From an optimization exercise on the open Yosys and OpenROAD flow, aimed at small area, a short achievable clock period and few clock cycles per item; shortcuts taken in it are not production practice. Where RTL was checked, it was by simulation tests only, not by an equivalence proof against the original. Function not checked in run 1: the RTL went through the layout flow alone.

==> flow/design.v (outline; a module is shown in full before it is edited, if it fits) <==
// module SNN: 3103 lines
module SNN(
	clk,
	rst_n,
	in_valid,
	img,
	ker,
	weight,
	out_valid,
	out_data
);
  // ...
==> flow/flow/run.sh <==
#!/bin/bash
# Standard ORFS layout with two changes: the ports are buffered with buf_2, and
# after the standard synthesis the inverters that extract_fa leaves around
# full adders are removed by choosing each full adder's polarity (invopt.py).
set -euo pipefail
export BUFFER_PORTS_ARGS="-buffer_cell sky130_fd_sc_hd__buf_2"
bash standard.sh synth > synth.log 2>&1
NET=orfs/results/sky130hd/SNN/base/1_2_yosys.v
cp "$NET" synth_netlist_before_invopt.log
python3 flow/invopt.py "$NET" > invopt.log 2>&1
bash standard.sh > standard.log 2>&1
==> flow/flow/invopt.py <==
#!/usr/bin/env python3
"""Remove inverters around full adders in a flat gate-level netlist.

A full adder is self-dual: FA(~a,~b,~c) = (~cout, ~sum).  Yosys' extract_fa
leaves many inverters between full-adder cells.  This pass chooses, for each
fa cell, whether to implement it in complemented polarity so that the number
of inverters needed is minimal, then rewrites the netlist.  The logic
function of every port and register input is unchanged.

usage: invopt.py netlist.v [out.v]
"""
import re, sys, random, collections, os

CELL_RE = re.compile(r'^(\s*)(sky130_fd_sc_hd__\w+)\s+(\S+)\s*\((.*?)\);\n', re.M | re.S)
PIN_RE = re.compile(r'\.(\w+)\(\s*((?:\\\S+\s*)|[^()]*?)\s*\)')
OUTPINS = {'X', 'Y', 'Q', 'Q_N', 'SUM', 'COUT', 'HI', 'LO'}
INV_TYPES = {'sky130_fd_sc_hd__inv_1'}


def fmt(net):
    return net + ' ' if net.startswith('\\') else net


def main():
    src = sys.argv[1]
    dst = sys.argv[2] if len(sys.argv) > 2 else src
    txt = open(src).read()
    mod_end = txt.rindex('endmodule')
    ports = set()
    for m in re.finditer(r'^\s*(input|output)\s+(\[[^\]]*\]\s*)?(\S+);', txt, re.M):
        ports.add(m.group(3))

    cells = []   # [type, name, {pin: net}, indent]
    for m in CELL_RE.finditer(txt):
        pins = {p: n.strip() for p, n in PIN_RE.findall(m.group(4))}
        cells.append([m.group(2), m.group(3), pins, m.group(1)])

    def base(net):
        return net.split('[')[0].strip().lstrip('\\')

    drv = {}
    loads = collections.defaultdict(list)
    for i, (t, n, p, _) in enumerate(cells):
        for pin, net in p.items():
            if pin in OUTPINS:
                drv[net] = (i, pin)
            else:
                loads[net].append((i, pin))

    # removable inverters: input and output internal nets
    removable = set()
    for i, (t, n, p, _) in enumerate(cells):
        if t in INV_TYPES:
            a, y = p['A'], p['Y']
            if base(a) in ports or base(y) in ports:
                continue
            removable.add(i)

    # resolve every net to (root net, polarity) through removable inverters
    root = {}
    def resolve(net):
        if net in root:
            return root[net]
        d = drv.get(net)
        if d is not None and d[0] in removable:
            r, pol = resolve(cells[d[0]][2]['A'])
            root[net] = (r, pol ^ 1)
        else:
            root[net] = (net, 0)
        return root[net]

    # load pins (non-removable cells) grouped by root net
    pinreq = collections.defaultdict(list)  # root -> [(cell, pin, pol)]
    for i, (t, n, p, _) in enumerate(cells):
        if i in removable:
            continue
        for pin, net in p.items():
            if pin in OUTPINS:
                continue
            r, pol = resolve(net)
            pinreq[r].append((i, pin, pol))

    isfa = [c[0].startswith('sky130_fd_sc_hd__fa_') for c in cells]
    # gates whose output polarity may be chosen: type -> (complement type, output pin map)
    PAIRS = [('and2_1', 'nand2_1', 6.256, 3.754), ('or2_1', 'nor2_1', 6.256, 3.754),
             ('xor2_1', 'xnor2_1', 8.758, 8.758), ('a21o_1', 'a21oi_1', 7.507, 5.005),
             ('o21a_1', 'o21ai_0', 7.507, 5.005), ('and3_1', 'nand3_1', 6.256, 5.005),
             ('or3_1', 'nor3_1', 6.256, 5.005), ('a22o_1', 'a22oi_1', 8.758, 7.507),
             ('o22a_1', 'o22ai_1', 8.758, 6.256), ('and4_1', 'nand4_1', 8.758, 6.256),
             ('or4_1', 'nor4_1', 7.507, 6.256), ('a211o_1', 'a211oi_1', 8.758, 7.507),
             ('o211a_1', 'o211ai_1', 10.010, 7.507), ('a31o_1', 'a31oi_1', 8.758, 6.256),
             ('o31a_1', 'o31ai_1', 8.758, 7.507), ('mux2_1', 'mux2i_1', 11.261, 10.010),
             ('or2b_1', 'nor2b_1', 7.507, 6.256), ('and2b_1', 'nand2b_1', 7.507, 6.256)]
    DUAL = {}
    AREA = {}
    for pos, neg, apos, aneg in PAIRS:
        P = 'sky130_fd_sc_hd__' + pos
        N = 'sky130_fd_sc_hd__' + neg
        DUAL[P] = (N, {'X': 'Y'})
        DUAL[N] = (P, {'Y': 'X'})
        AREA[P] = apos
        AREA[N] = aneg
    # o21ai_1 is flipped to o21a_1 (o21a_1 flips back to o21ai_0)
    DUAL['sky130_fd_sc_hd__o21ai_1'] = ('sky130_fd_sc_hd__o21a_1', {'Y': 'X'})
    AREA['sky130_fd_sc_hd__o21ai_1'] = 5.005
    INV_AREA = 3.754
    isgate = [False] * len(cells)
    for i, c in enumerate(cells):
        if c[0] in DUAL and i not in removable:
            outnet = [n for pin, n in c[2].items() if pin in OUTPINS][0]
            # weak inverting gates are kept off high-fanout nets
            if base(outnet) not in ports and len(loads.get(outnet, [])) <= 3:
                isgate[i] = True
    flip = [0] * len(cells)
    # root nets driven by fa cells
    rootdrv = {}
    for r in pinreq:
        d = drv.get(r)
        rootdrv[r] = d[0] if d is not None else None

    fa_roots = collections.defaultdict(set)   # flippable cell -> root nets it touches
    for r, lst in pinreq.items():
        d = rootdrv[r]
        if d is not None and (isfa[d] or isgate[d]):
            fa_roots[d].add(r)
        for (i, pin, pol) in lst:
            if isfa[i]:
                fa_roots[i].add(r)

    def gate_area(i):
        t = cells[i][0]
        return AREA[DUAL[t][0]] if flip[i] else AREA[t]

    def cost_root(r):
        d = rootdrv[r]
        fd = flip[d] if d is not None else 0
        need = 0
        for (i, pin, pol) in pinreq[r]:
            if pol ^ (flip[i] if isfa[i] else 0) ^ fd:
                need = 1
                break
        # a root whose driver was flipped but which feeds a port directly is handled
        # by the rewrite (it needs an inverter to the port); count it too
        return need

    fas = [i for i in range(len(cells)) if isfa[i] or isgate[i]]
    def cell_cost(i):
        return gate_area(i) if isgate[i] else 0.0
    def total_cost():
        return INV_AREA * sum(cost_root(r) for r in pinreq) + sum(cell_cost(i) for i in fas)
    area0 = total_cost()
    total0 = sum(cost_root(r) for r in pinreq)
    best = total0
    random.seed(int(os.environ.get('INVOPT_SEED', '1')))
    import math
    def local(i):
        return INV_AREA * sum(cost_root(r) for r in fa_roots[i]) + cell_cost(i)
    if os.environ.get('INVOPT_INIT') == 'inv':
        for i in fas:
            if isfa[i] or cells[i][0] == 'sky130_fd_sc_hd__and2_1':
                flip[i] = 1
    cur = total_cost()
    best_cost = cur
    best_flip = list(flip)
    n = len(fas)
    iters = int(os.environ.get('INVOPT_ITERS', '3000')) * n
    T0, T1 = float(os.environ.get('INVOPT_T0', '3.0')), 0.01
    for k in range(iters):
        T = T0 * (T1 / T0) ** (k / iters)
        i = fas[random.randrange(n)]
        before = local(i)
        flip[i] ^= 1
        after = local(i)
        d = after - before
        if d <= 0 or random.random() < math.exp(-d / T):
            cur += d
            if cur < best_cost - 1e-9:
                best_cost = cur
                best_flip = list(flip)
        else:
            flip[i] ^= 1
    flip[:] = best_flip
    # final greedy clean-up
    improved = True
    while improved:
        improved = False
        for i in fas:
            before = local(i)
            flip[i] ^= 1
            if local(i) < before - 1e-9:
                improved = True
            else:
                flip[i] ^= 1
    total = sum(cost_root(r) for r in pinreq)

    # nets that are outputs of cells we keep and are connected to ports need care:
    # a flipped fa never drives a port net directly (check)
    for i in fas:
        if flip[i] and isfa[i]:
            for pin in ('SUM', 'COUT'):
                net = cells[i][2].get(pin)
                if net is not None and base(net) in ports:
                    flip[i] = 0
    total = sum(cost_root(r) for r in pinreq)

    # rewrite: new inverter per root that needs one
    newcells = []
    newwires = []
    invnet = {}
    k = 0
    for r, lst in pinreq.items():
        d = rootdrv[r]
        fd = flip[d] if d is not None else 0
        for (i, pin, pol) in lst:
            if pol ^ (flip[i] if isfa[i] else 0) ^ fd:
                if r not in invnet:
                    k += 1
                    nn = f'_invopt_n{k}_'
                    invnet[r] = nn
                    newwires.append(nn)
                    newcells.append(('sky130_fd_sc_hd__inv_1', f'_invopt_i{k}_', {'A': r, 'Y': nn}))
                cells[i][2][pin] = invnet[r]
            else:
                cells[i][2][pin] = r
    for i in fas:
        if isgate[i] and flip[i]:
            t = cells[i][0]
            nt, pm = DUAL[t]
            cells[i][0] = nt
            cells[i][2] = {pm.get(pin, pin): net for pin, net in cells[i][2].items()}
    # removed inverters: drop them
    out = []
    pos = 0
    idx = 0
    pieces = []
    last = 0
    for m, c in zip(CELL_RE.finditer(txt), cells):
        pieces.append(txt[last:m.start()])
        i = idx
        idx += 1
        last = m.end()
        if i in removable:
            continue
        t, n, p, ind = c
        body = ',\n'.join(f'{ind}  .{pin}({fmt(net)})' for pin, net in p.items())
        pieces.append(f'{ind}{t} {n} (\n{body}\n{ind});\n')
    tail = txt[last:]
    body = ''.join(pieces)
    # declare new wires right after the module header port declarations
    decl = ''.join(f'  wire {w};\n' for w in newwires)
    cellsrc = ''.join(f'  {t} {n} (\n' + ',\n'.join(f'    .{pin}({fmt(net)})' for pin, net in p.items()) + '\n  );\n' for t, n, p in newcells)
    ei = tail.rindex('endmodule')
    tail = tail[:ei] + cellsrc + tail[ei:]
    first_cell = body.find('sky130_fd_sc_hd__')
    # insert declarations before the first cell instance line
    line_start = body.rfind('\n', 0, first_cell) + 1
    body = body[:line_start] + decl + body[line_start:]
    open(dst, 'w').write(body + tail)
    print(f'invopt: flippable cells {len(fas)}, flipped {sum(flip[i] for i in fas)}, '
          f'removable inverters {len(removable)}, inverters before {total0} after {total}, '
          f'area of inverters+gates {area0:.1f} -> {total_cost():.1f}')


if __name__ == '__main__':
    main()
==> flow/standard.sh <==
#!/bin/bash
# synth_recipe.tcl (not shown) runs the flow's synth.tcl, then flattens the netlist and writes it again
# the make line also repeats each setting of config.mk as NAME=value (left out here)
make -C /OpenROAD-flow-scripts/flow DESIGN_CONFIG=/design/flow/config.mk WORK_HOME=/design/flow/orfs CLKGATE_MAP_FILE= SYNTH_SCRIPT=/design/flow/synth_recipe.tcl "${@:-finish}"
==> flow/config.mk <==
export PLATFORM = sky130hd
export DESIGN_NAME = SNN
export DESIGN_NICKNAME = SNN
export VERILOG_FILES = /design/flow/design.v
export SDC_FILE = /design/flow/constraint.sdc
export NUM_CORES = 4
export LEC_CHECK = 0
export CAP_MARGIN = 20
export CORE_MARGIN = 2
export CORE_UTILIZATION = 40
export CTS_CLUSTER_DIAMETER = 120
export CTS_CLUSTER_SIZE = 24
export SLEW_MARGIN = 20
==> flow/constraint.sdc <==
create_clock -name core_clock -period 16.0 [get_ports {clk}]
set_input_delay 3.2000 -clock core_clock [delete_from_list [all_inputs] [get_ports {clk}]]
set_output_delay 3.2000 -clock core_clock [all_outputs]
set_load 0.01 [all_outputs]
==> reports/metrics.yaml, run 1 <==
timing:
  tns_ns: 0
  finClkSkew_ns: 0.02729
  fin_worst_hold_slack_ns: 0.3112
  fmax_mhz: 226.6
layout:
  seq_share: 0.3484
  nonClkBufAreaFrac: 0.005342
  fill_cells: 7685
  final_cell_count_no_fill: 3816
  multi_input_area_um2: 20230
  largest_reg_flops: 20
  multi_input_gates: 1888
placement:
  place_area_um2: 35170
floorplanning:
  core_um2: 83560
  ios: 38
routing:
  top_layer: "met4"
  antenna_left: 0
  wl_met1_um: 31590
  first_pass_iters: 6
  wl_met3_um: 4600
yosys:
  synth_cells: 2658
status:
  outcome: "complete, no violations"
hold_path:
  holdPathEnd: "sr10[6]$_DFF_P_"
critical_path:
  start_kind: "input port"
  critical_path.max_fanout: 32
  slowest_delay_ns: 0.72
==> inputs of run 2 (changes only) <==
--- a/flow/design.v
+++ b/flow/design.v
@@ -16,33 +16,34 @@
 input [7:0] weight;
 output reg out_valid;
 output reg [9:0] out_data;
 reg v_r;
 reg [2:0] x, ym;
 reg im;
 reg [7:0] img_r, sr0, sr1, sr2, sr3, sr4, sr5, sr6, sr7, sr8, sr9, sr10, sr11, sr12;
 reg [7:0] k0, k1, k2, k3, k4, k5, k6, k7, k8;
-reg [7:0] wr0, wr1, wr2, wr3;
+reg [7:0] w_in, wr0, wr1, wr2, wr3;
 always @(posedge clk or negedge rst_n) begin
   if (!rst_n) v_r <= 1'b0;
   else v_r <= in_valid;
 end
 always @(posedge clk) begin
   if (in_valid) begin
     if (!v_r) begin x <= 3'd0; ym <= 3'd0; im <= 1'b0; end
     else if (x == 3'd5) begin
       x <= 3'd0;
       if (ym == 3'd5) begin ym <= 3'd0; im <= ~im; end
       else ym <= ym + 3'd1;
     end else x <= x + 3'd1;
   end
 end
 always @(posedge clk) begin
     img_r <= img;
+    w_in <= weight;
     sr0 <= img_r;
     sr1 <= sr0;
     sr2 <= sr1;
     sr3 <= sr2;
     sr4 <= sr3;
     sr5 <= sr4;
     sr6 <= sr5;
     sr7 <= sr6;
@@ -52,30 +53,30 @@
     sr11 <= sr10;
     sr12 <= sr11;
 end
 wire first = in_valid & ~v_r;
 wire row0 = v_r & ~im & (ym == 3'd0);
 wire row1 = v_r & ~im & (ym == 3'd1);
 reg op0, op1, op2, op3, n2, n3, e2, e3, h;
 wire opany = op0 | op1 | op2 | op3;
-wire wshift = first | (row0 & (x <= 3'd2)) | opany;
+wire wshift = (row0 & (x <= 3'd3)) | opany;
 always @(posedge clk) begin
   if (first) k0 <= ker;
   if (row0 && x == 3'd0) k1 <= ker;
   if (row0 && x == 3'd1) k2 <= ker;
   if (row0 && x == 3'd2) k3 <= ker;
   if (row0 && x == 3'd3) k4 <= ker;
   if (row0 && x == 3'd4) k5 <= ker;
   if (row0 && x == 3'd5) k6 <= ker;
   if (row1 && x == 3'd0) k7 <= ker;
   if (row1 && x == 3'd1) k8 <= ker;
   if (wshift) begin
     wr0 <= wr1; wr1 <= wr2; wr2 <= wr3;
-    wr3 <= opany ? wr0 : weight;
+    wr3 <= opany ? wr0 : w_in;
   end
 end
 reg cv, qv;
 reg [1:0] cr, cc, qr, qc;
 reg cim, qim, opr, oim, epr, eim, hk, hpr;
 always @(posedge clk or negedge rst_n) begin
   if (!rst_n) begin cv <= 1'b0; qv <= 1'b0; op0 <= 1'b0; op1 <= 1'b0; op2 <= 1'b0; op3 <= 1'b0;
     n2 <= 1'b0; n3 <= 1'b0; e2 <= 1'b0; e3 <= 1'b0; h <= 1'b0; end
==> reports/metrics.yaml, run 2 <==
routing:
  first_pass_iters: 5  # was 6
  totalWireLength_um: 86450  # was 82450 um
  drt-initial-drc-count: 1538  # was 1665
  vias_per_cell: 5.167  # was 5.151
  drc: 0  # unchanged
  vias: 20311  # was 19657
  antenna_left: 0  # unchanged
  wl_per_cell_um: 21.99  # was 21.61 um
critical_path:
  worstSetupPathType: "reg -> out"  # was in -> reg
  start_kind: "register"  # was input port
  r2r_cells: 11  # was 12
  r2r_start: "sa_6_0$_DFF_P_"  # was conv[17]$_DFF_P_
  critical_path.max_fanout: 1  # was 32
  crit_buf_inv: 1  # was 2
  crit_path_top_delay_cell: "dfrtp_1"  # was nor2b_1
  slowest_delay_ns: 0.39  # was 0.72 ns
  end_kind: "output port"  # was register
  critPathRequiredTime_ns: 12.80  # was 16.26 ns
  crit_arrival_ns: 1.14  # was 4.67 ns
  critPathTopFamily: "flip-flops"  # was simple AND/OR/NAND/NOR gates
  crit_chain: "buf_2"  # was buf_2, nor2b_1, nand3b_1, buf_4
  r2r_setup_slack_ns: 11.77  # was 11.68 ns
  timing.rr.end: "conv[12]$_DFF_P_"  # was qcin$_DFF_P_
timing:
  fin_worst_hold_slack_ns: 0.3269  # was 0.3112 ns
  hold_violations: 0  # unchanged
  slew_headroom: 0.3621  # was 0.4123
  tns_ns: 0  # unchanged
  rsz0062_at_grt: "false"  # unchanged
  timing.final.crit_share: 0.2714  # was 0.2759
  setup_viol: 0  # unchanged
  fin_crit_ns: 4.343  # was 4.414 ns
  finClkSkew_ns: 0.02998  # was 0.02729 ns
  final_max_slew_viol_count: 0  # unchanged
  worst_pin_slew_ns: 0.9517  # was 0.8797 ns
  fmax_mhz: 230.3  # was 226.6 MHz
clocking:
  h-tree-depth: 1  # unchanged
  worstSkewPairLatency_ns: 0.64  # was 0.63 ns
  cts-root-buf: "clkbuf_16"  # unchanged
  cts_setup_buffers: 0  # unchanged
  cts.repair.resized: 0  # unchanged
  cts_tree: "yes"  # unchanged
  hold_buffers: 0  # unchanged
  clk_path_buf_depth: 3  # unchanged
  clock_sinks: 545  # was 537
  clk_pin_slew_ns: 0.10  # about the same
  cts_made_buffers: 29  # unchanged
yosys:
  synth.cell_area_um2: 34260  # was 33670 um^2
  synth_fp_nets: 3549  # was 3493
  synth_cells: 2714  # was 2658
  synth_area_per_cell_um2: 12.62  # was 12.67 um^2
  ys_warn_count: 1  # unchanged
hold_path:
  worst_hold_startpoint: "cr[1]$_DFF_P_"  # was sr9[6]$_DFF_P_
  holdPathEnd: "qr[1]$_DFF_P_"  # was sr10[6]$_DFF_P_
  holdPathStages: 0  # unchanged
  min_path_type: "reg -> reg"  # unchanged
global_route:
  grt_max_degree: 34  # unchanged
  grt_pass1_vias: 22749  # was 22119
  grt_overflow: 0  # unchanged
  grt_pass1_wl_um: 134600  # was 129700 um
  antenna_found_initial: 1  # unchanged
  track_usage: 0.2053  # was 0.1983
floorplanning:
  start_util: 0.4030  # was 0.4029
  core_um2: 85010  # was 83560 um^2
  ios: 38  # unchanged
  die-area_um2: 88010  # was 86500 um^2
  die_h_um: 296.7  # was 294.1 um
  num_rows: 107  # was 106
  die_w_um: 296.7  # was 294.1 um
layout:
  area_growth_pct: 7.187  # was 7.139%
  stdcell_area_um2: 36730  # was 36070 um^2
  seqCellArea_um2: 12730  # was 12570 um^2
  top_register: "conv"  # unchanged
  multi_input_area_um2: 20640  # was 20230 um^2
  diodes: 0  # unchanged
  largest_reg_flops: 20  # unchanged
  final_nets: 3600  # was 3550
  final_cell_mix: "nand2_1, fa_1, dfxtp_1"  # unchanged
  fill_cells: 7834  # was 7685
  mostFrequentLayoutCell: "nand2_1"  # unchanged
  largestRegisters: "conv x20, mr x17"  # unchanged
  final_util: 0.4320  # was 0.4317
  drive_gt1_frac: 0.04521  # was 0.03838
placement:
  dpl.hpwl_um: 71440  # was 68510 um
  routabilityCongestion: 0.9561  # was 0.9647
  io_buffers: 37  # unchanged
  place_area_um2: 35820  # was 35170 um^2
status:
  outcome: "complete, no violations"  # unchanged
flow_run:
  drv_cap: 0  # unchanged
[run 2: cell count changes in the layout (fill, tap and decap cells not counted), moves of 8 or more]
cell / before / now
and2_1: 21 / 32
dfxtp_1: 345 / 353
o21ai_0: 38 / 23
nand3_1: 9 / 17
a21o_1: 26 / 16
[run 2: worst max path at each step]
| stage | from | endpoint | slack, ns | cells past startpoint |
|---|---|---|---|---|
| 2_1_floorplan | img[5] | pb_8_1$_DFF_P_ | 11.61 | 5 |
| 3_3_place_gp | img[2] | pb_9_1$_DFF_P_ | 11.39 | 4 |
| 3_5_place_dp | img[2] | pb_9_1$_DFF_P_ | 11.35 | 4 |
| 4_1_cts | out_data[5]$_DFF_PN0_ | out_data[5] | 11.61 | 1 |
| 5_1_grt | mr[14]$_DFF_P_ | dif[5]$_DFF_P_ | 11.50 | 15 |
| 6_report | out_data[5]$_DFF_PN0_ | out_data[5] | 11.66 | 1 |
[run 2: stage by stage]
stage               cells  setup WS [ns]
floorplan            2714          11.61
global placement     3878          11.39
detailed placement   3878          11.35
CTS                  3931          11.61
global route         3931          11.50
finish               3931          11.66
[run 2: cell type report]
type	instances	share of cell area
multi-input cells	1931	0.5621
flip-flops and latches	545	0.3466
well taps	1144	0.03898
inverters	220	0.02249
clock buffers	46	0.02177
repair buffers	38	0.005247
clock inverters	7	0.002862
[run 2: routing by layer]
| layer | routed length (um) | vias to the layer above | GRT usage | part of all wire |
|---|---|---|---|---|
| li1 | - | 8723 | - | - |
| met1 | 32760 | 10588 | 0.2538 | 0.38 |
| met2 | 43600 | 775 | 0.3535 | 0.50 |
| met3 | 4596 | 225 | 0.02339 | 0.053 |
| met4 | 5492 | 0 | 0.1106 | 0.064 |
| met5 | 0 | - | 0 | 0 |
Testbench counts of run 2, summed over its fixed seeds: cycles 38,880, items 480.

[re-timing with driven ports]
No port has a modelled driver above. Below, the same layouts with a new extraction and two added sets of constraints.
Step 1 sets driving cells, clkbuf_16 on the clock port and buf_2 on the other inputs (assumed; they add their load-dependent delay and slew).
Step 2 also shifts input and output timing later by t, the mid clock arrival at the registers, as if the neighbouring blocks saw the same clock.
a / b / c = ideal / step 1 / step 2; a / b = the first two.
run | t (ns) | setup slack, ns | hold WS [ns] | pins driven straight from the clock port
run 1 | 0.675 | 11.586 / 11.566 / 10.891 | 0.311 / 0.311 / 0.311 | 1
run 2 | 0.682 | 11.657 / 11.592 / 11.364 | 0.327 / 0.327 / 0.327 | 1
After both steps setup and hold are still met in every run listed. For run 1, which loses most, drivers alone change the setup slack by -0.020 ns; drivers and shift together by -0.695 ns.
